Background: an optimization exercise with open tools, aiming at small area and a short achievable clock period. Do not read the settings as production practice. No run shown here included a check of the RTL's function; only the layout flow was run. Power and IR drop assume default switching activity.

==> flow/design.v, too long to show whole: its modules and the start of the top module <==
// module mod3_1: 2279 lines
module mod3_1(
  input clk,
  input reset_n,
  input signed [22:0] a,
  input signed [22:0] b,
  input signed [16:0] c,
  output signed [39:0] y
);
  // ...
==> flow/flow/run.sh <==
#!/bin/bash
# Layout flow: the standard layout (standard.sh) with two changes:
#  1. synthesis runs Yosys's synth with -noabc, so the generic "abc -fast" pass does not
#     restructure the design's adder cells before extract_fa; everything else in the
#     synthesis script (synth_recipe.tcl and ORFS synth.tcl) is unchanged.
#  2. the port buffers that place inserts are sky130_fd_sc_hd__buf_1 (buffer_ports
#     -buffer_cell) instead of the cell buffer_ports picks by default.
set -euo pipefail
work=$PWD
sed 's/synth -nofsm -noshare {\*}\$args/synth -nofsm -noshare -noabc {*}$args/' \
  synth_recipe.tcl > flow_synth.tcl
grep -q -- '-noabc' flow_synth.tcl
bash standard.sh "SYNTH_SCRIPT=$work/flow_synth.tcl" \
  "BUFFER_PORTS_ARGS=-buffer_cell ${PORT_BUF:-sky130_fd_sc_hd__buf_1}" finish \
  > flow_make.log 2>&1
==> flow/standard.sh <==
#!/bin/bash
# synth_recipe.tcl (not shown) runs the flow's synth.tcl, then flattens the netlist and writes it again
# the make line also repeats each setting of config.mk as NAME=value (left out here)
make -C /OpenROAD-flow-scripts/flow DESIGN_CONFIG=/design/flow/config.mk WORK_HOME=/design/flow/orfs CLKGATE_MAP_FILE= SYNTH_SCRIPT=/design/flow/synth_recipe.tcl "${@:-finish}"
==> flow/config.mk <==
export PLATFORM = sky130hd
export DESIGN_NAME = mod3_1
export DESIGN_NICKNAME = mod3_1
export VERILOG_FILES = /design/flow/design.v
export SDC_FILE = /design/flow/constraint.sdc
export NUM_CORES = 4
export LEC_CHECK = 0
export ABC_AREA = 1
export CAP_MARGIN = 20
export CORE_MARGIN = 2
export CORE_UTILIZATION = 40
export CTS_BUF_LIST = sky130_fd_sc_hd__clkbuf_8
export SLEW_MARGIN = 70
==> flow/constraint.sdc <==
create_clock -name core_clock -period 7.0 [get_ports {clk}]
set_input_delay 1.4000 -clock core_clock [delete_from_list [all_inputs] [get_ports {clk}]]
set_output_delay 1.4000 -clock core_clock [all_outputs]
set_load 0.01 [all_outputs]
==> impl_metrics.csv, run 1 <==
group,metric,value,unit
global_routing,antenna_found_initial,0,
pwr,p_int,4.30,mW
yosys,synthArstFlopShare,0,
setup_path,timing.rr.end,"h0[14]",
final_layout,signal_buffers,119,
clock_network,htree_num_levels,4,
setup_path,slowest_stage,"dfxtp_1",
yosys,synthCells,1658,
setup_path,crit_arrival,2540,ps
pwr,total_power,8.30,mW
route,antenna_left,0,
route,drc_errors,0,
pwr,netSwitchingFraction,0.482,
pwr,p_leak,7.25,nW
pwr,pwr-share-seq,0.207,
timing,skew,13.9,ps
yosys,mappedNetlistArea,0.0145,mm2
setup_path,cp_top_family,"simple AND/OR/NAND/NOR gates",
clock_network,cts_root_buf,"clkbuf_8",
hold_path,min_path_cells,0,
setup_path,startpoint,"cyq",
global_routing,busiest_layer,"met2",
yosys,synth_edf_count,0,
yosys,synth_compound_area_frac,0.112,
route,met3WireLength,2360,um
clock_network,postCtsHoldBufs,0,
timing,worst_pin_slew,433,ps
job,drv_cap,0,
outcome,status,"no timing/DRC/antenna violations",
setup_path,regToRegStartpoint,"d2n[21]",
global_routing,met3_usage,0.0405,
timing,layout_min_cycle_time,3940,ps
setup_path,path_class,"flop to output port",
pwr,p_seq,1.72,mW
route,maxUsedRoutingLayer,"met4",
placement,placed_cells,2116,
pwr,powerComb,5.85,mW
floorplan,initial_utilization,0.406,
floorplan,ios,105,
final_layout,top_area_cell_class,"multi-input combinational cells",
setup_path,critical-path-top-cell-by-count,"nand2_1",
==> inputs of run 2 (changes only) <==
--- a/flow/design.v
+++ b/flow/design.v
@@ -4,20 +4,20 @@
   input signed [22:0] a,
   input signed [22:0] b,
   input signed [16:0] c,
   output signed [39:0] y
 );
   reg [23:0] d1n, d2n;
   reg r1q, f1q;
   reg [8:0] one_q, two_q, neg_q, onen_q, twon_q;
-  reg [11:0] ylo;
+  reg [9:0] ylo;
   reg cyq;
-  reg [27:0] h0;
-  reg [27:0] h1;
+  reg [29:0] h0;
+  reg [29:0] h1;
   reg kq;
   wire kill = ~reset_n | f1q;
   wire [8:0] one_w, two_w, neg_w;
   wire [16:0] c1 = c;
   assign one_w[0] = c1[0] ^ 1'b0;
   assign two_w[0] = (c1[1] & ~c1[0] & ~1'b0) | (~c1[1] & c1[0] & 1'b0);
   assign neg_w[0] = c1[1];
   assign one_w[1] = c1[2] ^ c1[1];
@@ -700,20 +700,20 @@
   wire fp644;
   wire fg645;
   wire fp646;
   wire fg647;
   wire fp648;
   wire fg649;
   wire fp650;
   wire fg651;
-  wire fp652;
-  wire fg653;
-  wire fp654;
-  wire fg655;
+  wire pg652;
+  wire pp653;
+  wire pg654;
+  wire pp655;
   wire pg656;
   wire pp657;
   wire pg658;
   wire pp659;
   wire pg660;
   wire pp661;
   wire pg662;
   wire pp663;
@@ -730,67 +730,64 @@
   wire pg674;
   wire pp675;
   wire pg676;
   wire pp677;
   wire pg678;
   wire pp679;
   wire pg680;
   wire pp681;
-  wire pg682;
-  wire pp683;
-  wire pg684;
-  wire pp685;
-  wire pg686;
-  wire pp687;
-  wire pg688;
-  wire pp689;
-  wire pg690;
-  wire pp691;
-  wire pg692;
-  wire pp693;
-  wire pg694;
-  wire pp695;
-  wire fg696;
-  wire pg697;
-  wire pp698;
-  wire pg699;
-  wire pp700;
-  wire pg701;
-  wire pp702;
-  wire pg703;
-  wire pp704;
-  wire pg705;
-  wire pp706;
-  wire pg707;
-  wire pp708;
-  wire pg709;
-  wire pp710;
-  wire pg711;
-  wire pp712;
-  wire pg713;
-  wire pp714;
-  wire pg715;
-  wire pp716;
-  wire pg717;
-  wire pp718;
-  wire pg719;
-  wire pp720;
-  wire pg721;
-  wire pp722;
-  wire pg723;
-  wire pp724;
-  wire pg725;
-  wire pp726;
-  wire pg727;
-  wire pp728;
-  wire pg729;
-  wire pp730;
-  wire pg731;
-  wire pp732;
+  wire sp685;
+  wire sg686;
+  wire sp687;
+  wire sg688;
+  wire sp689;
+  wire sg690;
+  wire sp691;
+  wire sg692;
+  wire sp693;
+  wire sg694;
+  wire sp695;
+  wire sg696;
+  wire sp697;
+  wire sg698;
+  wire sp699;
+  wire sg700;
+  wire sp701;
+  wire sg702;
+  wire sp703;
+  wire sg704;
+  wire sp705;
+  wire sg706;
+  wire sp707;
+  wire sg708;
+  wire sp709;
+  wire sg710;
+  wire sp711;
+  wire sg712;
+  wire sp713;
+  wire sg714;
+  wire sp715;
+  wire sg716;
+  wire sp717;
+  wire sg718;
+  wire sp719;
+  wire sg720;
+  wire sp721;
+  wire sg722;
+  wire sp723;
+  wire sg724;
+  wire sp725;
+  wire sg726;
+  wire sp727;
+  wire sg728;
+  wire sp729;
+  wire sg730;
+  wire sp731;
+  wire sg732;
   wire pg733;
   wire pp734;
   wire pg735;
   wire pp736;
   wire pg737;
   wire pp738;
   wire pg739;
   wire pp740;
@@ -855,246 +852,16 @@
   wire pg799;
   wire pp800;
   wire pg801;
   wire pp802;
   wire pg803;
   wire pp804;
   wire pg805;
   wire pp806;
-  wire pg807;
-  wire pp808;
-  wire pg809;
-  wire pp810;
-  wire pg811;
-  wire pp812;
-  wire pg813;
-  wire pp814;
-  wire pg815;
-  wire pp816;
-  wire pg817;
-  wire pp818;
-  wire pg819;
-  wire pp820;
-  wire pg821;
-  wire pp822;
-  wire pg823;
-  wire pp824;
-  wire pg825;
-  wire pp826;
-  wire pg827;
-  wire pp828;
-  wire pg829;
-  wire pp830;
-  wire pg831;
-  wire pp832;
-  wire pg833;
-  wire pp834;
-  wire pg835;
-  wire pp836;
-  wire pg837;
-  wire pp838;
-  wire pg839;
-  wire pp840;
-  wire pg841;
-  wire pp842;
-  wire pg843;
-  wire pp844;
-  wire pg845;
-  wire pp846;
-  wire pg847;
-  wire pp848;
-  wire pg849;
-  wire pp850;
-  wire pg851;
-  wire pp852;
-  wire pg853;
-  wire pp854;
-  wire pg855;
-  wire pp856;
-  wire pg857;
-  wire pp858;
-  wire pg859;
-  wire pp860;
-  wire pg861;
-  wire pp862;
-  wire pg863;
-  wire pp864;
-  wire pg865;
-  wire pp866;
-  wire pg867;
-  wire pp868;
-  wire pg869;
-  wire pp870;
-  wire pg871;
-  wire pp872;
-  wire pg873;
-  wire pp874;
-  wire pg875;
-  wire pp876;
-  wire pg877;
-  wire pp878;
-  wire pg879;
-  wire pp880;
-  wire pg881;
-  wire pp882;
-  wire pg883;
-  wire pp884;
-  wire pg885;
-  wire pp886;
-  wire pg887;
-  wire pp888;
-  wire pg889;
-  wire pp890;
-  wire pg891;
-  wire pp892;
-  wire pg893;
-  wire pp894;
-  wire pg895;
-  wire pp896;
-  wire pg897;
-  wire pp898;
-  wire pg899;
-  wire pp900;
-  wire pg901;
-  wire pp902;
-  wire pg903;
-  wire pp904;
-  wire pg905;
-  wire pp906;
-  wire pg907;
-  wire pp908;
-  wire pg909;
-  wire pp910;
-  wire pg911;
-  wire pp912;
-  wire pg913;
-  wire pp914;
-  wire sp915;
-  wire sg916;
-  wire sp917;
-  wire sg918;
-  wire sp919;
-  wire sg920;
-  wire sp921;
-  wire sg922;
-  wire sp923;
-  wire sg924;
-  wire sp925;
-  wire sg926;
-  wire sp927;
-  wire sg928;
-  wire sp929;
-  wire sg930;
-  wire sp931;
-  wire sg932;
-  wire sp933;
-  wire sg934;
-  wire sp935;
-  wire sg936;
-  wire sp937;
-  wire sg938;
-  wire sp939;
-  wire sg940;
-  wire sp941;
-  wire sg942;
-  wire sp943;
-  wire sg944;
-  wire sp945;
-  wire sg946;
-  wire sp947;
-  wire sg948;
-  wire sp949;
-  wire sg950;
-  wire sp951;
-  wire sg952;
-  wire sp953;
-  wire sg954;
-  wire sp955;
-  wire sg956;
-  wire sp957;
-  wire sg958;
-  wire sp959;
-  wire sg960;
-  wire sp961;
-  wire sg962;
-  wire pg963;
-  wire pp964;
-  wire pg965;
-  wire pp966;
-  wire pg967;
-  wire pp968;
-  wire pg969;
-  wire pp970;
-  wire pg971;
-  wire pp972;
-  wire pg973;
-  wire pp974;
-  wire pg975;
-  wire pp976;
-  wire pg977;
-  wire pp978;
-  wire pg979;
-  wire pp980;
-  wire pg981;
-  wire pp982;
-  wire pg983;
-  wire pp984;
-  wire pg985;
-  wire pp986;
-  wire pg987;
-  wire pp988;
-  wire pg989;
-  wire pp990;
-  wire pg991;
-  wire pp992;
-  wire pg993;
-  wire pp994;
-  wire pg995;
-  wire pp996;
-  wire pg997;
-  wire pp998;
-  wire pg999;
-  wire pp1000;
-  wire pg1001;
-  wire pp1002;
-  wire pg1003;
-  wire pp1004;
-  wire pg1005;
-  wire pp1006;
-  wire pg1007;
-  wire pp1008;
-  wire pg1009;
-  wire pp1010;
-  wire pg1011;
-  wire pp1012;
-  wire pg1013;
-  wire pp1014;
-  wire pg1015;
-  wire pp1016;
-  wire pg1017;
-  wire pp1018;
-  wire pg1019;
-  wire pp1020;
-  wire pg1021;
-  wire pp1022;
-  wire pg1023;
-  wire pp1024;
-  wire pg1025;
-  wire pp1026;
-  wire pg1027;
-  wire pp1028;
-  wire pg1029;
-  wire pp1030;
-  wire pg1031;
-  wire pp1032;
-  wire pg1033;
-  wire pp1034;
-  wire pg1035;
-  wire pp1036;
   assign pp1 = ((one0 & ~d2n[0])) ^ neg0;
   assign pp2 = ((one0 & ~d2n[1]) | (two0 & ~d2n[0])) ^ neg0;
   assign pp3 = ((one0 & ~d2n[2]) | (two0 & ~d2n[1])) ^ neg0;
   assign pp4 = ((one0 & ~d2n[3]) | (two0 & ~d2n[2])) ^ neg0;
   assign pp5 = ((one0 & ~d2n[4]) | (two0 & ~d2n[3])) ^ neg0;
   assign pp6 = ((one0 & ~d2n[5]) | (two0 & ~d2n[4])) ^ neg0;
   assign pp7 = ((one0 & ~d2n[6]) | (two0 & ~d2n[5])) ^ neg0;
   assign pp8 = ((one0 & ~d2n[7]) | (two0 & ~d2n[6])) ^ neg0;
@@ -1716,162 +1483,162 @@
   assign s624 = s484 ^ co549 ^ s550;
   assign co625 = (s484 & co549) | (s484 & s550) | (co549 & s550);
   assign s626 = co485 ^ s552 ^ co551;
   assign co627 = (co485 & s552) | (co485 & co551) | (s552 & co551);
   assign s628 = pp199 ^ co553 ^ s554;
   assign co629 = (pp199 & co553) | (pp199 & s554) | (co553 & s554);
   assign s630 = ci233 ^ co555;
   assign co631 = ci233 & co555;
-  assign sp915 = ~(a[0] ^ b[0]);
-  assign sg916 = a[0] | ~b[0];
-  assign sp917 = ~(a[1] ^ b[1]);
-  assign sg918 = a[1] & ~b[1];
-  assign sp919 = ~(a[2] ^ b[2]);
-  assign sg920 = a[2] & ~b[2];
-  assign sp921 = ~(a[3] ^ b[3]);
-  assign sg922 = a[3] & ~b[3];
-  assign sp923 = ~(a[4] ^ b[4]);
-  assign sg924 = a[4] & ~b[4];
-  assign sp925 = ~(a[5] ^ b[5]);
-  assign sg926 = a[5] & ~b[5];
-  assign sp927 = ~(a[6] ^ b[6]);
-  assign sg928 = a[6] & ~b[6];
-  assign sp929 = ~(a[7] ^ b[7]);
-  assign sg930 = a[7] & ~b[7];
-  assign sp931 = ~(a[8] ^ b[8]);
-  assign sg932 = a[8] & ~b[8];
-  assign sp933 = ~(a[9] ^ b[9]);
-  assign sg934 = a[9] & ~b[9];
-  assign sp935 = ~(a[10] ^ b[10]);
-  assign sg936 = a[10] & ~b[10];
-  assign sp937 = ~(a[11] ^ b[11]);
-  assign sg938 = a[11] & ~b[11];
-  assign sp939 = ~(a[12] ^ b[12]);
-  assign sg940 = a[12] & ~b[12];
-  assign sp941 = ~(a[13] ^ b[13]);
-  assign sg942 = a[13] & ~b[13];
-  assign sp943 = ~(a[14] ^ b[14]);
-  assign sg944 = a[14] & ~b[14];
-  assign sp945 = ~(a[15] ^ b[15]);
-  assign sg946 = a[15] & ~b[15];
-  assign sp947 = ~(a[16] ^ b[16]);
-  assign sg948 = a[16] & ~b[16];
-  assign sp949 = ~(a[17] ^ b[17]);
-  assign sg950 = a[17] & ~b[17];
-  assign sp951 = ~(a[18] ^ b[18]);
-  assign sg952 = a[18] & ~b[18];
-  assign sp953 = ~(a[19] ^ b[19]);
-  assign sg954 = a[19] & ~b[19];
-  assign sp955 = ~(a[20] ^ b[20]);
-  assign sg956 = a[20] & ~b[20];
-  assign sp957 = ~(a[21] ^ b[21]);
-  assign sg958 = a[21] & ~b[21];
-  assign sp959 = ~(a[22] ^ b[22]);
-  assign sg960 = a[22] & ~b[22];
-  assign sp961 = ~(a[22] ^ b[22]);
-  assign sg962 = a[22] & ~b[22];
-  assign pg963 = sg918 | (sp917 & sg916);
-  assign pp964 = sp917 & sp915;
-  assign pg965 = sg922 | (sp921 & sg920);
-  assign pp966 = sp921 & sp919;
-  assign pg967 = sg926 | (sp925 & sg924);
-  assign pp968 = sp925 & sp923;
-  assign pg969 = sg930 | (sp929 & sg928);
-  assign pp970 = sp929 & sp927;
-  assign pg971 = sg934 | (sp933 & sg932);
-  assign pp972 = sp933 & sp931;
-  assign pg973 = sg938 | (sp937 & sg936);
-  assign pp974 = sp937 & sp935;
-  assign pg975 = sg942 | (sp941 & sg940);
-  assign pp976 = sp941 & sp939;
-  assign pg977 = sg946 | (sp945 & sg944);
-  assign pp978 = sp945 & sp943;
-  assign pg979 = sg950 | (sp949 & sg948);
-  assign pp980 = sp949 & sp947;
-  assign pg981 = sg954 | (sp953 & sg952);
-  assign pp982 = sp953 & sp951;
-  assign pg983 = sg958 | (sp957 & sg956);
-  assign pp984 = sp957 & sp955;
-  assign pg985 = pg965 | (pp966 & pg963);
-  assign pp986 = pp966 & pp964;
-  assign pg987 = pg969 | (pp970 & pg967);
-  assign pp988 = pp970 & pp968;
-  assign pg989 = pg973 | (pp974 & pg971);
-  assign pp990 = pp974 & pp972;
-  assign pg991 = pg977 | (pp978 & pg975);
-  assign pp992 = pp978 & pp976;
-  assign pg993 = pg981 | (pp982 & pg979);
-  assign pp994 = pp982 & pp980;
-  assign pg995 = pg987 | (pp988 & pg985);
-  assign pp996 = pp988 & pp986;
-  assign pg997 = pg991 | (pp992 & pg989);
-  assign pp998 = pp992 & pp990;
-  assign pg999 = pg997 | (pp998 & pg995);
-  assign pp1000 = pp998 & pp996;
-  assign pg1001 = pg989 | (pp990 & pg995);
-  assign pp1002 = pp990 & pp996;
-  assign pg1003 = pg993 | (pp994 & pg999);
-  assign pp1004 = pp994 & pp1000;
-  assign pg1005 = pg967 | (pp968 & pg985);
-  assign pp1006 = pp968 & pp986;
-  assign pg1007 = pg971 | (pp972 & pg995);
-  assign pp1008 = pp972 & pp996;
-  assign pg1009 = pg975 | (pp976 & pg1001);
-  assign pp1010 = pp976 & pp1002;
-  assign pg1011 = pg979 | (pp980 & pg999);
-  assign pp1012 = pp980 & pp1000;
-  assign pg1013 = pg983 | (pp984 & pg1003);
-  assign pp1014 = pp984 & pp1004;
-  assign pg1015 = sg920 | (sp919 & pg963);
-  assign pp1016 = sp919 & pp964;
-  assign pg1017 = sg924 | (sp923 & pg985);
-  assign pp1018 = sp923 & pp986;
-  assign pg1019 = sg928 | (sp927 & pg1005);
-  assign pp1020 = sp927 & pp1006;
-  assign pg1021 = sg932 | (sp931 & pg995);
-  assign pp1022 = sp931 & pp996;
-  assign pg1023 = sg936 | (sp935 & pg1007);
-  assign pp1024 = sp935 & pp1008;
-  assign pg1025 = sg940 | (sp939 & pg1001);
-  assign pp1026 = sp939 & pp1002;
-  assign pg1027 = sg944 | (sp943 & pg1009);
-  assign pp1028 = sp943 & pp1010;
-  assign pg1029 = sg948 | (sp947 & pg999);
-  assign pp1030 = sp947 & pp1000;
-  assign pg1031 = sg952 | (sp951 & pg1011);
-  assign pp1032 = sp951 & pp1012;
-  assign pg1033 = sg956 | (sp955 & pg1003);
-  assign pp1034 = sp955 & pp1004;
-  assign pg1035 = sg960 | (sp959 & pg1013);
-  assign pp1036 = sp959 & pp1014;
-  assign dsub[0] = ~sp915;
-  assign dsub[1] = sp917 ^ sg916;
-  assign dsub[2] = sp919 ^ pg963;
-  assign dsub[3] = sp921 ^ pg1015;
-  assign dsub[4] = sp923 ^ pg985;
-  assign dsub[5] = sp925 ^ pg1017;
-  assign dsub[6] = sp927 ^ pg1005;
-  assign dsub[7] = sp929 ^ pg1019;
-  assign dsub[8] = sp931 ^ pg995;
-  assign dsub[9] = sp933 ^ pg1021;
-  assign dsub[10] = sp935 ^ pg1007;
-  assign dsub[11] = sp937 ^ pg1023;
-  assign dsub[12] = sp939 ^ pg1001;
-  assign dsub[13] = sp941 ^ pg1025;
-  assign dsub[14] = sp943 ^ pg1009;
-  assign dsub[15] = sp945 ^ pg1027;
-  assign dsub[16] = sp947 ^ pg999;
-  assign dsub[17] = sp949 ^ pg1029;
-  assign dsub[18] = sp951 ^ pg1011;
-  assign dsub[19] = sp953 ^ pg1031;
-  assign dsub[20] = sp955 ^ pg1003;
-  assign dsub[21] = sp957 ^ pg1033;
-  assign dsub[22] = sp959 ^ pg1013;
-  assign dsub[23] = sp961 ^ pg1035;
+  assign sp685 = ~(a[0] ^ b[0]);
+  assign sg686 = a[0] | ~b[0];
+  assign sp687 = ~(a[1] ^ b[1]);
+  assign sg688 = a[1] & ~b[1];
+  assign sp689 = ~(a[2] ^ b[2]);
+  assign sg690 = a[2] & ~b[2];
+  assign sp691 = ~(a[3] ^ b[3]);
+  assign sg692 = a[3] & ~b[3];
+  assign sp693 = ~(a[4] ^ b[4]);
+  assign sg694 = a[4] & ~b[4];
+  assign sp695 = ~(a[5] ^ b[5]);
+  assign sg696 = a[5] & ~b[5];
+  assign sp697 = ~(a[6] ^ b[6]);
+  assign sg698 = a[6] & ~b[6];
+  assign sp699 = ~(a[7] ^ b[7]);
+  assign sg700 = a[7] & ~b[7];
+  assign sp701 = ~(a[8] ^ b[8]);
+  assign sg702 = a[8] & ~b[8];
+  assign sp703 = ~(a[9] ^ b[9]);
+  assign sg704 = a[9] & ~b[9];
+  assign sp705 = ~(a[10] ^ b[10]);
+  assign sg706 = a[10] & ~b[10];
+  assign sp707 = ~(a[11] ^ b[11]);
+  assign sg708 = a[11] & ~b[11];
+  assign sp709 = ~(a[12] ^ b[12]);
+  assign sg710 = a[12] & ~b[12];
+  assign sp711 = ~(a[13] ^ b[13]);
+  assign sg712 = a[13] & ~b[13];
+  assign sp713 = ~(a[14] ^ b[14]);
+  assign sg714 = a[14] & ~b[14];
+  assign sp715 = ~(a[15] ^ b[15]);
+  assign sg716 = a[15] & ~b[15];
+  assign sp717 = ~(a[16] ^ b[16]);
+  assign sg718 = a[16] & ~b[16];
+  assign sp719 = ~(a[17] ^ b[17]);
+  assign sg720 = a[17] & ~b[17];
+  assign sp721 = ~(a[18] ^ b[18]);
+  assign sg722 = a[18] & ~b[18];
+  assign sp723 = ~(a[19] ^ b[19]);
+  assign sg724 = a[19] & ~b[19];
+  assign sp725 = ~(a[20] ^ b[20]);
+  assign sg726 = a[20] & ~b[20];
+  assign sp727 = ~(a[21] ^ b[21]);
+  assign sg728 = a[21] & ~b[21];
+  assign sp729 = ~(a[22] ^ b[22]);
+  assign sg730 = a[22] & ~b[22];
+  assign sp731 = ~(a[22] ^ b[22]);
+  assign sg732 = a[22] & ~b[22];
+  assign pg733 = sg688 | (sp687 & sg686);
+  assign pp734 = sp687 & sp685;
+  assign pg735 = sg692 | (sp691 & sg690);
+  assign pp736 = sp691 & sp689;
+  assign pg737 = sg696 | (sp695 & sg694);
+  assign pp738 = sp695 & sp693;
+  assign pg739 = sg700 | (sp699 & sg698);
+  assign pp740 = sp699 & sp697;
+  assign pg741 = sg704 | (sp703 & sg702);
+  assign pp742 = sp703 & sp701;
+  assign pg743 = sg708 | (sp707 & sg706);
+  assign pp744 = sp707 & sp705;
+  assign pg745 = sg712 | (sp711 & sg710);
+  assign pp746 = sp711 & sp709;
+  assign pg747 = sg716 | (sp715 & sg714);
+  assign pp748 = sp715 & sp713;
+  assign pg749 = sg720 | (sp719 & sg718);
+  assign pp750 = sp719 & sp717;
+  assign pg751 = sg724 | (sp723 & sg722);
+  assign pp752 = sp723 & sp721;
+  assign pg753 = sg728 | (sp727 & sg726);
+  assign pp754 = sp727 & sp725;
+  assign pg755 = pg735 | (pp736 & pg733);
+  assign pp756 = pp736 & pp734;
+  assign pg757 = pg739 | (pp740 & pg737);
+  assign pp758 = pp740 & pp738;
+  assign pg759 = pg743 | (pp744 & pg741);
+  assign pp760 = pp744 & pp742;
+  assign pg761 = pg747 | (pp748 & pg745);
+  assign pp762 = pp748 & pp746;
+  assign pg763 = pg751 | (pp752 & pg749);
+  assign pp764 = pp752 & pp750;
+  assign pg765 = pg757 | (pp758 & pg755);
+  assign pp766 = pp758 & pp756;
+  assign pg767 = pg761 | (pp762 & pg759);
+  assign pp768 = pp762 & pp760;
+  assign pg769 = pg767 | (pp768 & pg765);
+  assign pp770 = pp768 & pp766;
+  assign pg771 = pg759 | (pp760 & pg765);
+  assign pp772 = pp760 & pp766;
+  assign pg773 = pg763 | (pp764 & pg769);
+  assign pp774 = pp764 & pp770;
+  assign pg775 = pg737 | (pp738 & pg755);
+  assign pp776 = pp738 & pp756;
+  assign pg777 = pg741 | (pp742 & pg765);
+  assign pp778 = pp742 & pp766;
+  assign pg779 = pg745 | (pp746 & pg771);
+  assign pp780 = pp746 & pp772;
+  assign pg781 = pg749 | (pp750 & pg769);
+  assign pp782 = pp750 & pp770;
+  assign pg783 = pg753 | (pp754 & pg773);
+  assign pp784 = pp754 & pp774;
+  assign pg785 = sg690 | (sp689 & pg733);
+  assign pp786 = sp689 & pp734;
+  assign pg787 = sg694 | (sp693 & pg755);
+  assign pp788 = sp693 & pp756;
+  assign pg789 = sg698 | (sp697 & pg775);
+  assign pp790 = sp697 & pp776;
+  assign pg791 = sg702 | (sp701 & pg765);
+  assign pp792 = sp701 & pp766;
+  assign pg793 = sg706 | (sp705 & pg777);
+  assign pp794 = sp705 & pp778;
+  assign pg795 = sg710 | (sp709 & pg771);
+  assign pp796 = sp709 & pp772;
+  assign pg797 = sg714 | (sp713 & pg779);
+  assign pp798 = sp713 & pp780;
+  assign pg799 = sg718 | (sp717 & pg769);
+  assign pp800 = sp717 & pp770;
+  assign pg801 = sg722 | (sp721 & pg781);
+  assign pp802 = sp721 & pp782;
+  assign pg803 = sg726 | (sp725 & pg773);
+  assign pp804 = sp725 & pp774;
+  assign pg805 = sg730 | (sp729 & pg783);
+  assign pp806 = sp729 & pp784;
+  assign dsub[0] = ~sp685;
+  assign dsub[1] = sp687 ^ sg686;
+  assign dsub[2] = sp689 ^ pg733;
+  assign dsub[3] = sp691 ^ pg785;
+  assign dsub[4] = sp693 ^ pg755;
+  assign dsub[5] = sp695 ^ pg787;
+  assign dsub[6] = sp697 ^ pg775;
+  assign dsub[7] = sp699 ^ pg789;
+  assign dsub[8] = sp701 ^ pg765;
+  assign dsub[9] = sp703 ^ pg791;
+  assign dsub[10] = sp705 ^ pg777;
+  assign dsub[11] = sp707 ^ pg793;
+  assign dsub[12] = sp709 ^ pg771;
+  assign dsub[13] = sp711 ^ pg795;
+  assign dsub[14] = sp713 ^ pg779;
+  assign dsub[15] = sp715 ^ pg797;
+  assign dsub[16] = sp717 ^ pg769;
+  assign dsub[17] = sp719 ^ pg799;
+  assign dsub[18] = sp721 ^ pg781;
+  assign dsub[19] = sp723 ^ pg801;
+  assign dsub[20] = sp725 ^ pg773;
+  assign dsub[21] = sp727 ^ pg803;
+  assign dsub[22] = sp729 ^ pg783;
+  assign dsub[23] = sp731 ^ pg805;
   assign fp632 = neg0 ^ pp1;
   assign fg633 = neg0 & pp1;
   assign fp634 = pp2;
   assign fg635 = 1'b0;
   assign fp636 = s556 ^ pp26;
   assign fg637 = s556 & pp26;
   assign fp638 = co557 ^ s558;
   assign fg639 = co557 & s558;
@@ -1882,398 +1649,171 @@
   assign fp644 = co563 ^ s564;
   assign fg645 = co563 & s564;
   assign fp646 = co565 ^ s566;
   assign fg647 = co565 & s566;
   assign fp648 = co567 ^ s568;
   assign fg649 = co567 & s568;
   assign fp650 = co569 ^ s570;
   assign fg651 = co569 & s570;
-  assign fp652 = co571 ^ s572;
-  assign fg653 = co571 & s572;
-  assign fp654 = co573 ^ s574;
-  assign fg655 = co573 & s574;
-  assign pg656 = fg635 | (fp634 & fg633);
-  assign pp657 = fp634 & fp632;
-  assign pg658 = fg639 | (fp638 & fg637);
-  assign pp659 = fp638 & fp636;
-  assign pg660 = fg643 | (fp642 & fg641);
-  assign pp661 = fp642 & fp640;
-  assign pg662 = fg647 | (fp646 & fg645);
-  assign pp663 = fp646 & fp644;
-  assign pg664 = fg651 | (fp650 & fg649);
-  assign pp665 = fp650 & fp648;
-  assign pg666 = fg655 | (fp654 & fg653);
-  assign pp667 = fp654 & fp652;
-  assign pg668 = fg637 | (fp636 & pg656);
-  assign pp669 = fp636 & pp657;
-  assign pg670 = pg658 | (pp659 & pg656);
-  assign pp671 = pp659 & pp657;
-  assign pg672 = fg645 | (fp644 & pg660);
-  assign pp673 = fp644 & pp661;
-  assign pg674 = pg662 | (pp663 & pg660);
-  assign pp675 = pp663 & pp661;
-  assign pg676 = fg653 | (fp652 & pg664);
-  assign pp677 = fp652 & pp665;
-  assign pg678 = pg666 | (pp667 & pg664);
-  assign pp679 = pp667 & pp665;
-  assign pg680 = fg641 | (fp640 & pg670);
-  assign pp681 = fp640 & pp671;
-  assign pg682 = pg660 | (pp661 & pg670);
-  assign pp683 = pp661 & pp671;
-  assign pg684 = pg672 | (pp673 & pg670);
-  assign pp685 = pp673 & pp671;
-  assign pg686 = pg674 | (pp675 & pg670);
-  assign pp687 = pp675 & pp671;
-  assign pg688 = fg649 | (fp648 & pg686);
-  assign pp689 = fp648 & pp687;
-  assign pg690 = pg664 | (pp665 & pg686);
-  assign pp691 = pp665 & pp687;
-  assign pg692 = pg676 | (pp677 & pg686);
-  assign pp693 = pp677 & pp687;
-  assign pg694 = pg678 | (pp679 & pg686);
-  assign pp695 = pp679 & pp687;
-  wire [11:0] ylo_d;
+  assign pg652 = fg635 | (fp634 & fg633);
+  assign pp653 = fp634 & fp632;
+  assign pg654 = fg639 | (fp638 & fg637);
+  assign pp655 = fp638 & fp636;
+  assign pg656 = fg643 | (fp642 & fg641);
+  assign pp657 = fp642 & fp640;
+  assign pg658 = fg647 | (fp646 & fg645);
+  assign pp659 = fp646 & fp644;
+  assign pg660 = fg651 | (fp650 & fg649);
+  assign pp661 = fp650 & fp648;
+  assign pg662 = fg637 | (fp636 & pg652);
+  assign pp663 = fp636 & pp653;
+  assign pg664 = pg654 | (pp655 & pg652);
+  assign pp665 = pp655 & pp653;
+  assign pg666 = fg645 | (fp644 & pg656);
+  assign pp667 = fp644 & pp657;
+  assign pg668 = pg658 | (pp659 & pg656);
+  assign pp669 = pp659 & pp657;
+  assign pg670 = fg641 | (fp640 & pg664);
+  assign pp671 = fp640 & pp665;
+  assign pg672 = pg656 | (pp657 & pg664);
+  assign pp673 = pp657 & pp665;
+  assign pg674 = pg666 | (pp667 & pg664);
+  assign pp675 = pp667 & pp665;
+  assign pg676 = pg668 | (pp669 & pg664);
+  assign pp677 = pp669 & pp665;
+  assign pg678 = fg649 | (fp648 & pg676);
+  assign pp679 = fp648 & pp677;
+  assign pg680 = pg660 | (pp661 & pg676);
+  assign pp681 = pp661 & pp677;
+  wire [9:0] ylo_d;
   assign ylo_d[0] = fp632;
   assign ylo_d[1] = fp634 ^ fg633;
-  assign ylo_d[2] = fp636 ^ pg656;
-  assign ylo_d[3] = fp638 ^ pg668;
-  assign ylo_d[4] = fp640 ^ pg670;
-  assign ylo_d[5] = fp642 ^ pg680;
-  assign ylo_d[6] = fp644 ^ pg682;
-  assign ylo_d[7] = fp646 ^ pg684;
-  assign ylo_d[8] = fp648 ^ pg686;
-  assign ylo_d[9] = fp650 ^ pg688;
-  assign ylo_d[10] = fp652 ^ pg690;
-  assign ylo_d[11] = fp654 ^ pg692;
-  wire [27:0] h0_d, h1_d;
-  assign h0_d[0] = co575 ^ s576;
-  assign h1_d[0] = co575 & s576;
-  assign h0_d[1] = co577 ^ s578;
-  assign h1_d[1] = co577 & s578;
-  assign h0_d[2] = co579 ^ s580;
-  assign h1_d[2] = co579 & s580;
-  assign h0_d[3] = co581 ^ s582;
-  assign h1_d[3] = co581 & s582;
-  assign h0_d[4] = co583 ^ s584;
-  assign h1_d[4] = co583 & s584;
-  assign h0_d[5] = co585 ^ s586;
-  assign h1_d[5] = co585 & s586;
-  assign h0_d[6] = co587 ^ s588;
-  assign h1_d[6] = co587 & s588;
-  assign h0_d[7] = co589 ^ s590;
-  assign h1_d[7] = co589 & s590;
-  assign h0_d[8] = co591 ^ s592;
-  assign h1_d[8] = co591 & s592;
-  assign h0_d[9] = co593 ^ s594;
-  assign h1_d[9] = co593 & s594;
-  assign h0_d[10] = co595 ^ s596;
-  assign h1_d[10] = co595 & s596;
-  assign h0_d[11] = co597 ^ s598;
-  assign h1_d[11] = co597 & s598;
-  assign h0_d[12] = co599 ^ s600;
-  assign h1_d[12] = co599 & s600;
-  assign h0_d[13] = co601 ^ s602;
-  assign h1_d[13] = co601 & s602;
-  assign h0_d[14] = co603 ^ s604;
-  assign h1_d[14] = co603 & s604;
-  assign h0_d[15] = co605 ^ s606;
-  assign h1_d[15] = co605 & s606;
-  assign h0_d[16] = co607 ^ s608;
-  assign h1_d[16] = co607 & s608;
-  assign h0_d[17] = co609 ^ s610;
-  assign h1_d[17] = co609 & s610;
-  assign h0_d[18] = co611 ^ s612;
-  assign h1_d[18] = co611 & s612;
-  assign h0_d[19] = co613 ^ s614;
-  assign h1_d[19] = co613 & s614;
-  assign h0_d[20] = co615 ^ s616;
-  assign h1_d[20] = co615 & s616;
-  assign h0_d[21] = co617 ^ s618;
-  assign h1_d[21] = co617 & s618;
-  assign h0_d[22] = co619 ^ s620;
-  assign h1_d[22] = co619 & s620;
-  assign h0_d[23] = co621 ^ s622;
-  assign h1_d[23] = co621 & s622;
-  assign h0_d[24] = co623 ^ s624;
-  assign h1_d[24] = co623 & s624;
-  assign h0_d[25] = co625 ^ s626;
-  assign h1_d[25] = co625 & s626;
-  assign h0_d[26] = co627 ^ s628;
-  assign h1_d[26] = co627 & s628;
-  assign h0_d[27] = co629 ^ s630;
-  assign h1_d[27] = co629 & s630;
-  assign fg696 = h1[0] | (h0[0] & cyq);
-  assign pg697 = h1[1] | (h0[1] & fg696);
-  assign pp698 = h0[1] & h0[0];
-  assign pg699 = h1[2] | (h0[2] & h1[1]);
-  assign pp700 = h0[2] & h0[1];
-  assign pg701 = h1[3] | (h0[3] & h1[2]);
-  assign pp702 = h0[3] & h0[2];
-  assign pg703 = h1[4] | (h0[4] & h1[3]);
-  assign pp704 = h0[4] & h0[3];
-  assign pg705 = h1[5] | (h0[5] & h1[4]);
-  assign pp706 = h0[5] & h0[4];
-  assign pg707 = h1[6] | (h0[6] & h1[5]);
-  assign pp708 = h0[6] & h0[5];
-  assign pg709 = h1[7] | (h0[7] & h1[6]);
-  assign pp710 = h0[7] & h0[6];
-  assign pg711 = h1[8] | (h0[8] & h1[7]);
-  assign pp712 = h0[8] & h0[7];
-  assign pg713 = h1[9] | (h0[9] & h1[8]);
-  assign pp714 = h0[9] & h0[8];
-  assign pg715 = h1[10] | (h0[10] & h1[9]);
-  assign pp716 = h0[10] & h0[9];
-  assign pg717 = h1[11] | (h0[11] & h1[10]);
-  assign pp718 = h0[11] & h0[10];
-  assign pg719 = h1[12] | (h0[12] & h1[11]);
-  assign pp720 = h0[12] & h0[11];
-  assign pg721 = h1[13] | (h0[13] & h1[12]);
-  assign pp722 = h0[13] & h0[12];
-  assign pg723 = h1[14] | (h0[14] & h1[13]);
-  assign pp724 = h0[14] & h0[13];
-  assign pg725 = h1[15] | (h0[15] & h1[14]);
-  assign pp726 = h0[15] & h0[14];
-  assign pg727 = h1[16] | (h0[16] & h1[15]);
-  assign pp728 = h0[16] & h0[15];
-  assign pg729 = h1[17] | (h0[17] & h1[16]);
-  assign pp730 = h0[17] & h0[16];
-  assign pg731 = h1[18] | (h0[18] & h1[17]);
-  assign pp732 = h0[18] & h0[17];
-  assign pg733 = h1[19] | (h0[19] & h1[18]);
-  assign pp734 = h0[19] & h0[18];
-  assign pg735 = h1[20] | (h0[20] & h1[19]);
-  assign pp736 = h0[20] & h0[19];
-  assign pg737 = h1[21] | (h0[21] & h1[20]);
-  assign pp738 = h0[21] & h0[20];
-  assign pg739 = h1[22] | (h0[22] & h1[21]);
-  assign pp740 = h0[22] & h0[21];
-  assign pg741 = h1[23] | (h0[23] & h1[22]);
-  assign pp742 = h0[23] & h0[22];
-  assign pg743 = h1[24] | (h0[24] & h1[23]);
-  assign pp744 = h0[24] & h0[23];
-  assign pg745 = h1[25] | (h0[25] & h1[24]);
-  assign pp746 = h0[25] & h0[24];
-  assign pg747 = h1[26] | (h0[26] & h1[25]);
-  assign pp748 = h0[26] & h0[25];
-  assign pg749 = h1[27] | (h0[27] & h1[26]);
-  assign pp750 = h0[27] & h0[26];
-  assign pg751 = pg699 | (pp700 & fg696);
-  assign pp752 = pp700 & h0[0];
-  assign pg753 = pg701 | (pp702 & pg697);
-  assign pp754 = pp702 & pp698;
-  assign pg755 = pg703 | (pp704 & pg699);
-  assign pp756 = pp704 & pp700;
-  assign pg757 = pg705 | (pp706 & pg701);
-  assign pp758 = pp706 & pp702;
-  assign pg759 = pg707 | (pp708 & pg703);
-  assign pp760 = pp708 & pp704;
-  assign pg761 = pg709 | (pp710 & pg705);
-  assign pp762 = pp710 & pp706;
-  assign pg763 = pg711 | (pp712 & pg707);
-  assign pp764 = pp712 & pp708;
-  assign pg765 = pg713 | (pp714 & pg709);
-  assign pp766 = pp714 & pp710;
-  assign pg767 = pg715 | (pp716 & pg711);
-  assign pp768 = pp716 & pp712;
-  assign pg769 = pg717 | (pp718 & pg713);
-  assign pp770 = pp718 & pp714;
-  assign pg771 = pg719 | (pp720 & pg715);
-  assign pp772 = pp720 & pp716;
-  assign pg773 = pg721 | (pp722 & pg717);
-  assign pp774 = pp722 & pp718;
-  assign pg775 = pg723 | (pp724 & pg719);
-  assign pp776 = pp724 & pp720;
-  assign pg777 = pg725 | (pp726 & pg721);
-  assign pp778 = pp726 & pp722;
-  assign pg779 = pg727 | (pp728 & pg723);
-  assign pp780 = pp728 & pp724;
-  assign pg781 = pg729 | (pp730 & pg725);
-  assign pp782 = pp730 & pp726;
-  assign pg783 = pg731 | (pp732 & pg727);
-  assign pp784 = pp732 & pp728;
-  assign pg785 = pg733 | (pp734 & pg729);
-  assign pp786 = pp734 & pp730;
-  assign pg787 = pg735 | (pp736 & pg731);
-  assign pp788 = pp736 & pp732;
-  assign pg789 = pg737 | (pp738 & pg733);
-  assign pp790 = pp738 & pp734;
-  assign pg791 = pg739 | (pp740 & pg735);
-  assign pp792 = pp740 & pp736;
-  assign pg793 = pg741 | (pp742 & pg737);
-  assign pp794 = pp742 & pp738;
-  assign pg795 = pg743 | (pp744 & pg739);
-  assign pp796 = pp744 & pp740;
-  assign pg797 = pg745 | (pp746 & pg741);
-  assign pp798 = pp746 & pp742;
-  assign pg799 = pg747 | (pp748 & pg743);
-  assign pp800 = pp748 & pp744;
-  assign pg801 = pg749 | (pp750 & pg745);
-  assign pp802 = pp750 & pp746;
-  assign pg803 = pg755 | (pp756 & fg696);
-  assign pp804 = pp756 & h0[0];
-  assign pg805 = pg757 | (pp758 & pg697);
-  assign pp806 = pp758 & pp698;
-  assign pg807 = pg759 | (pp760 & pg751);
-  assign pp808 = pp760 & pp752;
-  assign pg809 = pg761 | (pp762 & pg753);
-  assign pp810 = pp762 & pp754;
-  assign pg811 = pg763 | (pp764 & pg755);
-  assign pp812 = pp764 & pp756;
-  assign pg813 = pg765 | (pp766 & pg757);
-  assign pp814 = pp766 & pp758;
-  assign pg815 = pg767 | (pp768 & pg759);
-  assign pp816 = pp768 & pp760;
-  assign pg817 = pg769 | (pp770 & pg761);
-  assign pp818 = pp770 & pp762;
-  assign pg819 = pg771 | (pp772 & pg763);
-  assign pp820 = pp772 & pp764;
-  assign pg821 = pg773 | (pp774 & pg765);
-  assign pp822 = pp774 & pp766;
-  assign pg823 = pg775 | (pp776 & pg767);
-  assign pp824 = pp776 & pp768;
-  assign pg825 = pg777 | (pp778 & pg769);
-  assign pp826 = pp778 & pp770;
-  assign pg827 = pg779 | (pp780 & pg771);
-  assign pp828 = pp780 & pp772;
-  assign pg829 = pg781 | (pp782 & pg773);
-  assign pp830 = pp782 & pp774;
-  assign pg831 = pg783 | (pp784 & pg775);
-  assign pp832 = pp784 & pp776;
-  assign pg833 = pg785 | (pp786 & pg777);
-  assign pp834 = pp786 & pp778;
-  assign pg835 = pg787 | (pp788 & pg779);
-  assign pp836 = pp788 & pp780;
-  assign pg837 = pg789 | (pp790 & pg781);
-  assign pp838 = pp790 & pp782;
-  assign pg839 = pg791 | (pp792 & pg783);
-  assign pp840 = pp792 & pp784;
-  assign pg841 = pg793 | (pp794 & pg785);
-  assign pp842 = pp794 & pp786;
-  assign pg843 = pg795 | (pp796 & pg787);
-  assign pp844 = pp796 & pp788;
-  assign pg845 = pg797 | (pp798 & pg789);
-  assign pp846 = pp798 & pp790;
-  assign pg847 = pg799 | (pp800 & pg791);
-  assign pp848 = pp800 & pp792;
-  assign pg849 = pg801 | (pp802 & pg793);
-  assign pp850 = pp802 & pp794;
-  assign pg851 = pg811 | (pp812 & fg696);
-  assign pp852 = pp812 & h0[0];
-  assign pg853 = pg813 | (pp814 & pg697);
-  assign pp854 = pp814 & pp698;
-  assign pg855 = pg815 | (pp816 & pg751);
-  assign pp856 = pp816 & pp752;
-  assign pg857 = pg817 | (pp818 & pg753);
-  assign pp858 = pp818 & pp754;
-  assign pg859 = pg819 | (pp820 & pg803);
-  assign pp860 = pp820 & pp804;
-  assign pg861 = pg821 | (pp822 & pg805);
-  assign pp862 = pp822 & pp806;
-  assign pg863 = pg823 | (pp824 & pg807);
-  assign pp864 = pp824 & pp808;
-  assign pg865 = pg825 | (pp826 & pg809);
-  assign pp866 = pp826 & pp810;
-  assign pg867 = pg827 | (pp828 & pg811);
-  assign pp868 = pp828 & pp812;
-  assign pg869 = pg829 | (pp830 & pg813);
-  assign pp870 = pp830 & pp814;
-  assign pg871 = pg831 | (pp832 & pg815);
-  assign pp872 = pp832 & pp816;
-  assign pg873 = pg833 | (pp834 & pg817);
-  assign pp874 = pp834 & pp818;
-  assign pg875 = pg835 | (pp836 & pg819);
-  assign pp876 = pp836 & pp820;
-  assign pg877 = pg837 | (pp838 & pg821);
-  assign pp878 = pp838 & pp822;
-  assign pg879 = pg839 | (pp840 & pg823);
-  assign pp880 = pp840 & pp824;
-  assign pg881 = pg841 | (pp842 & pg825);
-  assign pp882 = pp842 & pp826;
-  assign pg883 = pg843 | (pp844 & pg827);
-  assign pp884 = pp844 & pp828;
-  assign pg885 = pg845 | (pp846 & pg829);
-  assign pp886 = pp846 & pp830;
-  assign pg887 = pg847 | (pp848 & pg831);
-  assign pp888 = pp848 & pp832;
-  assign pg889 = pg849 | (pp850 & pg833);
-  assign pp890 = pp850 & pp834;
-  assign pg891 = pg867 | (pp868 & fg696);
-  assign pp892 = pp868 & h0[0];
-  assign pg893 = pg869 | (pp870 & pg697);
-  assign pp894 = pp870 & pp698;
-  assign pg895 = pg871 | (pp872 & pg751);
-  assign pp896 = pp872 & pp752;
-  assign pg897 = pg873 | (pp874 & pg753);
-  assign pp898 = pp874 & pp754;
-  assign pg899 = pg875 | (pp876 & pg803);
-  assign pp900 = pp876 & pp804;
-  assign pg901 = pg877 | (pp878 & pg805);
-  assign pp902 = pp878 & pp806;
-  assign pg903 = pg879 | (pp880 & pg807);
-  assign pp904 = pp880 & pp808;
-  assign pg905 = pg881 | (pp882 & pg809);
-  assign pp906 = pp882 & pp810;
-  assign pg907 = pg883 | (pp884 & pg851);
-  assign pp908 = pp884 & pp852;
-  assign pg909 = pg885 | (pp886 & pg853);
-  assign pp910 = pp886 & pp854;
-  assign pg911 = pg887 | (pp888 & pg855);
-  assign pp912 = pp888 & pp856;
-  assign pg913 = pg889 | (pp890 & pg857);
-  assign pp914 = pp890 & pp858;
+  assign ylo_d[2] = fp636 ^ pg652;
+  assign ylo_d[3] = fp638 ^ pg662;
+  assign ylo_d[4] = fp640 ^ pg664;
+  assign ylo_d[5] = fp642 ^ pg670;
+  assign ylo_d[6] = fp644 ^ pg672;
+  assign ylo_d[7] = fp646 ^ pg674;
+  assign ylo_d[8] = fp648 ^ pg676;
+  assign ylo_d[9] = fp650 ^ pg678;
+  wire [29:0] h0_d, h1_d;
+  assign h0_d[0] = co571;
+  assign h1_d[0] = s572;
+  assign h0_d[1] = co573;
+  assign h1_d[1] = s574;
+  assign h0_d[2] = co575;
+  assign h1_d[2] = s576;
+  assign h0_d[3] = co577;
+  assign h1_d[3] = s578;
+  assign h0_d[4] = co579;
+  assign h1_d[4] = s580;
+  assign h0_d[5] = co581;
+  assign h1_d[5] = s582;
+  assign h0_d[6] = co583;
+  assign h1_d[6] = s584;
+  assign h0_d[7] = co585;
+  assign h1_d[7] = s586;
+  assign h0_d[8] = co587;
+  assign h1_d[8] = s588;
+  assign h0_d[9] = co589;
+  assign h1_d[9] = s590;
+  assign h0_d[10] = co591;
+  assign h1_d[10] = s592;
+  assign h0_d[11] = co593;
+  assign h1_d[11] = s594;
+  assign h0_d[12] = co595;
+  assign h1_d[12] = s596;
+  assign h0_d[13] = co597;
+  assign h1_d[13] = s598;
+  assign h0_d[14] = co599;
+  assign h1_d[14] = s600;
+  assign h0_d[15] = co601;
+  assign h1_d[15] = s602;
+  assign h0_d[16] = co603;
+  assign h1_d[16] = s604;
+  assign h0_d[17] = co605;
+  assign h1_d[17] = s606;
+  assign h0_d[18] = co607;
+  assign h1_d[18] = s608;
+  assign h0_d[19] = co609;
+  assign h1_d[19] = s610;
+  assign h0_d[20] = co611;
+  assign h1_d[20] = s612;
+  assign h0_d[21] = co613;
+  assign h1_d[21] = s614;
+  assign h0_d[22] = co615;
+  assign h1_d[22] = s616;
+  assign h0_d[23] = co617;
+  assign h1_d[23] = s618;
+  assign h0_d[24] = co619;
+  assign h1_d[24] = s620;
+  assign h0_d[25] = co621;
+  assign h1_d[25] = s622;
+  assign h0_d[26] = co623;
+  assign h1_d[26] = s624;
+  assign h0_d[27] = co625;
+  assign h1_d[27] = s626;
+  assign h0_d[28] = co627;
+  assign h1_d[28] = s628;
+  assign h0_d[29] = co629;
+  assign h1_d[29] = s630;
+  wire [31:0] ax682, bx683, sm684;
+  assign ax682 = {1'b0, h0[29], h0[28], h0[27], h0[26], h0[25], h0[24], h0[23], h0[22], h0[21], h0[20], h0[19], h0[18], h0[17], h0[16], h0[15], h0[14], h0[13], h0[12], h0[11], h0[10], h0[9], h0[8], h0[7], h0[6], h0[5], h0[4], h0[3], h0[2], h0[1], h0[0], 1'b1};
+  assign bx683 = {1'b0, h1[29], h1[28], h1[27], h1[26], h1[25], h1[24], h1[23], h1[22], h1[21], h1[20], h1[19], h1[18], h1[17], h1[16], h1[15], h1[14], h1[13], h1[12], h1[11], h1[10], h1[9], h1[8], h1[7], h1[6], h1[5], h1[4], h1[3], h1[2], h1[1], h1[0], cyq};
+  assign sm684 = ax682 + bx683;
   wire [39:0] sum;
   assign sum[0] = ylo[0];
   assign sum[1] = ylo[1];
   assign sum[2] = ylo[2];
   assign sum[3] = ylo[3];
   assign sum[4] = ylo[4];
   assign sum[5] = ylo[5];
   assign sum[6] = ylo[6];
   assign sum[7] = ylo[7];
   assign sum[8] = ylo[8];
   assign sum[9] = ylo[9];
-  assign sum[10] = ylo[10];
-  assign sum[11] = ylo[11];
-  assign sum[12] = h0[0] ^ cyq;
-  assign sum[13] = h0[1] ^ fg696;
-  assign sum[14] = h0[2] ^ pg697;
-  assign sum[15] = h0[3] ^ pg751;
-  assign sum[16] = h0[4] ^ pg753;
-  assign sum[17] = h0[5] ^ pg803;
-  assign sum[18] = h0[6] ^ pg805;
-  assign sum[19] = h0[7] ^ pg807;
-  assign sum[20] = h0[8] ^ pg809;
-  assign sum[21] = h0[9] ^ pg851;
-  assign sum[22] = h0[10] ^ pg853;
-  assign sum[23] = h0[11] ^ pg855;
-  assign sum[24] = h0[12] ^ pg857;
-  assign sum[25] = h0[13] ^ pg859;
-  assign sum[26] = h0[14] ^ pg861;
-  assign sum[27] = h0[15] ^ pg863;
-  assign sum[28] = h0[16] ^ pg865;
-  assign sum[29] = h0[17] ^ pg891;
-  assign sum[30] = h0[18] ^ pg893;
-  assign sum[31] = h0[19] ^ pg895;
-  assign sum[32] = h0[20] ^ pg897;
-  assign sum[33] = h0[21] ^ pg899;
-  assign sum[34] = h0[22] ^ pg901;
-  assign sum[35] = h0[23] ^ pg903;
-  assign sum[36] = h0[24] ^ pg905;
-  assign sum[37] = h0[25] ^ pg907;
-  assign sum[38] = h0[26] ^ pg909;
-  assign sum[39] = h0[27] ^ pg911;
+  assign sum[10] = sm684[1];
+  assign sum[11] = sm684[2];
+  assign sum[12] = sm684[3];
+  assign sum[13] = sm684[4];
+  assign sum[14] = sm684[5];
+  assign sum[15] = sm684[6];
+  assign sum[16] = sm684[7];
+  assign sum[17] = sm684[8];
+  assign sum[18] = sm684[9];
+  assign sum[19] = sm684[10];
+  assign sum[20] = sm684[11];
+  assign sum[21] = sm684[12];
+  assign sum[22] = sm684[13];
+  assign sum[23] = sm684[14];
+  assign sum[24] = sm684[15];
+  assign sum[25] = sm684[16];
+  assign sum[26] = sm684[17];
+  assign sum[27] = sm684[18];
+  assign sum[28] = sm684[19];
+  assign sum[29] = sm684[20];
+  assign sum[30] = sm684[21];
+  assign sum[31] = sm684[22];
+  assign sum[32] = sm684[23];
+  assign sum[33] = sm684[24];
+  assign sum[34] = sm684[25];
+  assign sum[35] = sm684[26];
+  assign sum[36] = sm684[27];
+  assign sum[37] = sm684[28];
+  assign sum[38] = sm684[29];
+  assign sum[39] = sm684[30];
   assign y = sum & {40{~kq}};
   always @(posedge clk) begin
     d1n <= ~dsub;
     r1q <= ~reset_n;
     d2n <= d1n;
     f1q <= ~reset_n | r1q;
     onen_q <= ~one_w;
     twon_q <= ~two_w;
     neg_q <= neg_w;
     ylo <= ylo_d;
-    cyq <= pg694;
+    cyq <= pg680;
     h0 <= h0_d;
     h1 <= h1_d;
     kq <= kill;
   end
 endmodule
==> flow/config.mk (replaced) <==
export PLATFORM = sky130hd
export DESIGN_NAME = mod3_1
export DESIGN_NICKNAME = mod3_1
export VERILOG_FILES = /design/flow/design.v
export SDC_FILE = /design/flow/constraint.sdc
export NUM_CORES = 4
export LEC_CHECK = 0
export ABC_AREA = 1
export CAP_MARGIN = 20
export CORE_MARGIN = 2
export CORE_UTILIZATION = 65
export CTS_BUF_LIST = sky130_fd_sc_hd__clkbuf_8
export SETUP_SLACK_MARGIN = 3.4
export SLEW_MARGIN = 70
==> run 2 against run 1 <==
Net effect:
- still clean
- total power rose by 7.6%
- worst setup slack improved by 370 ps
- utilization rose by 31 points
- final cell count fell by 7.2%
- clock skew rose by 12 ps
- first-iteration DRC count rose by 47%
- register-to-register slack improved by 250 ps
- non-clock buffer count rose by 15
- routed wire length rose by 2.9%
- largest cell class unchanged
- highest routed layer is now met5
==> impl_metrics.csv, run 2 <==
group,metric,value,unit
outcome,status,"no timing/DRC/antenna violations",
yosys,yosysMostFrequentCell,"nand2_1",
hold_path,hold_end,"d2n[19]",
global_routing,antenna_found_initial,0,
global_routing,grt_pass1_wl,58500,um
clock_network,clock_latency,470,ps
yosys,syn-num-nets,2009,
yosys,synth_warnings,1,
timing,setup_viol,0,
final_layout,layout_common_cells,"228 x xor2_1, 195 x nand2_1, 184 x o22ai_1",
job,drv_cap,0,
timing,slew_violations,0,
floorplan,die_area,0.0235,mm2
global_routing,grt_pass1_vias,11747,
route,firstDrtPassIters,6,
setup_path,cpPeakStageDelay,430,ps
timing,worst_pin_slew,438,ps
placement,place_congestion,0.914,
global_routing,grt_overflow,0,
pwr,p_leak,7.46,nW
clock_network,clockBufferDepth,2,
yosys,synthCells,1668,
floorplan,die-height,153,um
floorplan,die_x,153,um
yosys,synthArstFlopShare,0,
setup_path,reg2reg_depth,9,
placement,port_buffers,104,
route,drt_iter0_markers,1118,
timing,layout_min_cycle_time,3570,ps
hold_path,hold_path_class,"flop to flop",
hold_path,min_path_cells,0,
pwr,total_power,8.93,mW
final_layout,nets,2042,
final_layout,diodes,0,
route,wl,36600,um
floorplan,coreArea,0.0218,mm2
clock_network,cts_root_buf,"clkbuf_8",
route,antenna_left,0,
hold_path,worstHoldStart,"d1n[19]",
setup_path,slowest_stage,"fa_2",
setup_path,cp_top_family,"adder cells",
setup_path,critical-path-top-cell-by-count,"nand3_4",
setup_path,worstPathMaxFanout,4,
final_layout,drive_gt1_frac,0.163,
placement,dpl.hpwl,25800,um
setup_path,critPathRequiredTime,5600,ps
yosys,seq_area_frac_synth,0.205,
setup_path,regToRegStartpoint,"d2n[18]",
yosys,ys_top_cells_by_count,"232 x nand2_1, 228 x xor2_1, 186 x inv_1, 184 x o22ai_1, 177 x fa_1",
setup_path,critPathLaunchType,"flop",
floorplan,rows,54,
route,drc_errors,0,
setup_path,timing.rr.end,"h1[16]",
yosys,synth_top_area_share,0.245,
clock_network,cts_tree,"done",
yosys,yosysTopAreaCell,"fa_1",
pwr,cellPowerDensity,547,mW/mm2
timing,fin_crit_sh,0.510,
clock_network,htree_num_levels,4,
timing,hold_viol,0,
final_layout,area_growth,12.7,%
yosys,syn_area_per_cell,8.68,um2
yosys,synth_edf_count,0,
pwr,ir_drop,0.268,mV
floorplan,initial_utilization,0.663,
yosys,mappedNetlistArea,0.0145,mm2
route,dr_total_vias,11582,
clock_network,cts_sinks,148,
final_layout,post-route-util,0.748,
yosys,synthTopCellsByArea,"fa_1 24%, dfxtp_1 20%, xor2_1 14%",
clock_network,clk_pin_slew_worst_paths,110,ps
final_layout,largest_registers,"h0 (30), h1 (30)",
final_layout,seq_area,0.00309,mm2
timing,tns,0,ps
route,viasPerCell,5.81,
setup_path,worstPathCellList,"fa_2 -> nand3_2 -> nand3_4 -> nand3_4 -> nand3_4 -> buf_4 -> a21oi_1 -> buf_1",
clock_network,postCtsHoldBufs,0,
global_routing,grt_max_degree,29,
global_routing,grt_usage,0.309,
yosys,ys.flop_type,"dfxtp_1",
setup_path,path_class,"flop to output port",
timing,skew,25.5,ps
timing,fmax,280,MHz
final_layout,nFillCells,1632,
setup_path,rrSetupSlack,3690,ps
setup_path,endpoint_kind,"output port",
floorplan,ios,105,
final_layout,final_common_cell,"xor2_1",
clock_network,cts_buffers,17,
yosys,ys_ff_latch,148,
route,wl_per_cell,18.3,um
final_layout,multi_input_area,0.0111,mm2
setup_path,path_buf_inv,2,
yosys,ys_types,35,
timing,relSlewSlack,0.708,
setup_path,crit_arrival,2170,ps
timing,rsz0062_at_grt,"yes",
run 2: worst max path at each step:
stage          start      end  slack, ps  cells after the start
5_1_grt        h0[5]    y[35]       3320                     11
2_1_floorplan   a[0]  d1n[19]       3640                     13
3_3_place_gp    a[0]  d1n[19]       3330                     14
3_5_place_dp    a[0]  d1n[19]       3310                     14
6_report       h0[0]    y[21]       3430                      8
4_1_cts        h1[0]    y[29]       3380                     11
run 2: cell type report:
cell class                      instances  share of cell area
Clock buffer                           17              0.0143
Multi-Input combinational cell       1212               0.678
Inverter                              188              0.0437
Tap cell                              280              0.0215
Clock inverter                         15              0.0113
Sequential cell                       148               0.190
Timing Repair Buffer                  134              0.0418
run 2: power by group:
group	switching, mW	internal (mW)
Clock	0.376	0.334
Sequential	0.420	1.29
Combinational	3.62	2.88
run 2: cells by family after synthesis:
family | count (synthesis) | share of synthesized area
AND/OR/NAND/NOR | 406 | 0.115
buffers and inverters | 308 | 0.0843
AO/OA/AOI/OAI | 281 | 0.116
adder cells (fa/ha/maj) | 276 | 0.330
XOR/XNOR | 248 | 0.150
flip-flops | 148 | 0.205
multiplexers | 1 | 0.000778
run 2: metal layers:
metal | up-vias | global-route usage | part of all wire
li1 | 5431 | - | -
met1 | 5477 | 0.408 | 0.43
met2 | 596 | 0.507 | 0.46
met3 | 76 | 0.0771 | 0.090
met4 | 2 | 0.0904 | 0.020
met5 | - | 0.0166 | 0.0013
run 2: timing repair:
action                                  CTS  global route
setup buffers                             4            16
pin swaps                                 5            43
endpoints found under the setup margin   19            20
resized for setup                        49           148
run 2: stage by stage:
step / worst slack (ps) / hold slack, ps / cell area [um2] / std cells
after floorplan: 3640 / 310 / 14500 / 1668
after global placement: 3330 / 311 / 14800 / 1941
after detailed placement: 3310 / 312 / 14900 / 1941
after CTS: 3380 / 328 / 15600 / 1977
after global routing: 3320 / 330 / 16300 / 1994
final: 3430 / 321 / 16300 / 1994

## separate check: timing with driven ports
The flow's constraints put no driver on any port. The routed layouts listed below were extracted and timed again, unchanged, in two steps. Step 1: set_driving_cell puts a clkbuf_16 on clk and a buf_2 on each other input, an assumption about the parent block. Step 2 moves the port delays by t, midway between the first and last clock arrival at a register: inputs arrive t later, outputs are due t later. That takes back most of the time a late clock gives input paths. a / b / c = ideal / step 1 / step 2; a / b = the first two.
run | t, ns | slack for setup (ns) | worst setup path at the end
run 1 | 0.506 | 3.061 / 3.018 / 3.311 | input to register
run 2 | 0.495 | 3.428 / 3.385 / 3.343 | input to register
After both steps every run listed still meets setup and hold. For run 2, which loses most, drivers alone change the setup slack by -0.043 ns; drivers and shift together by -0.085 ns.
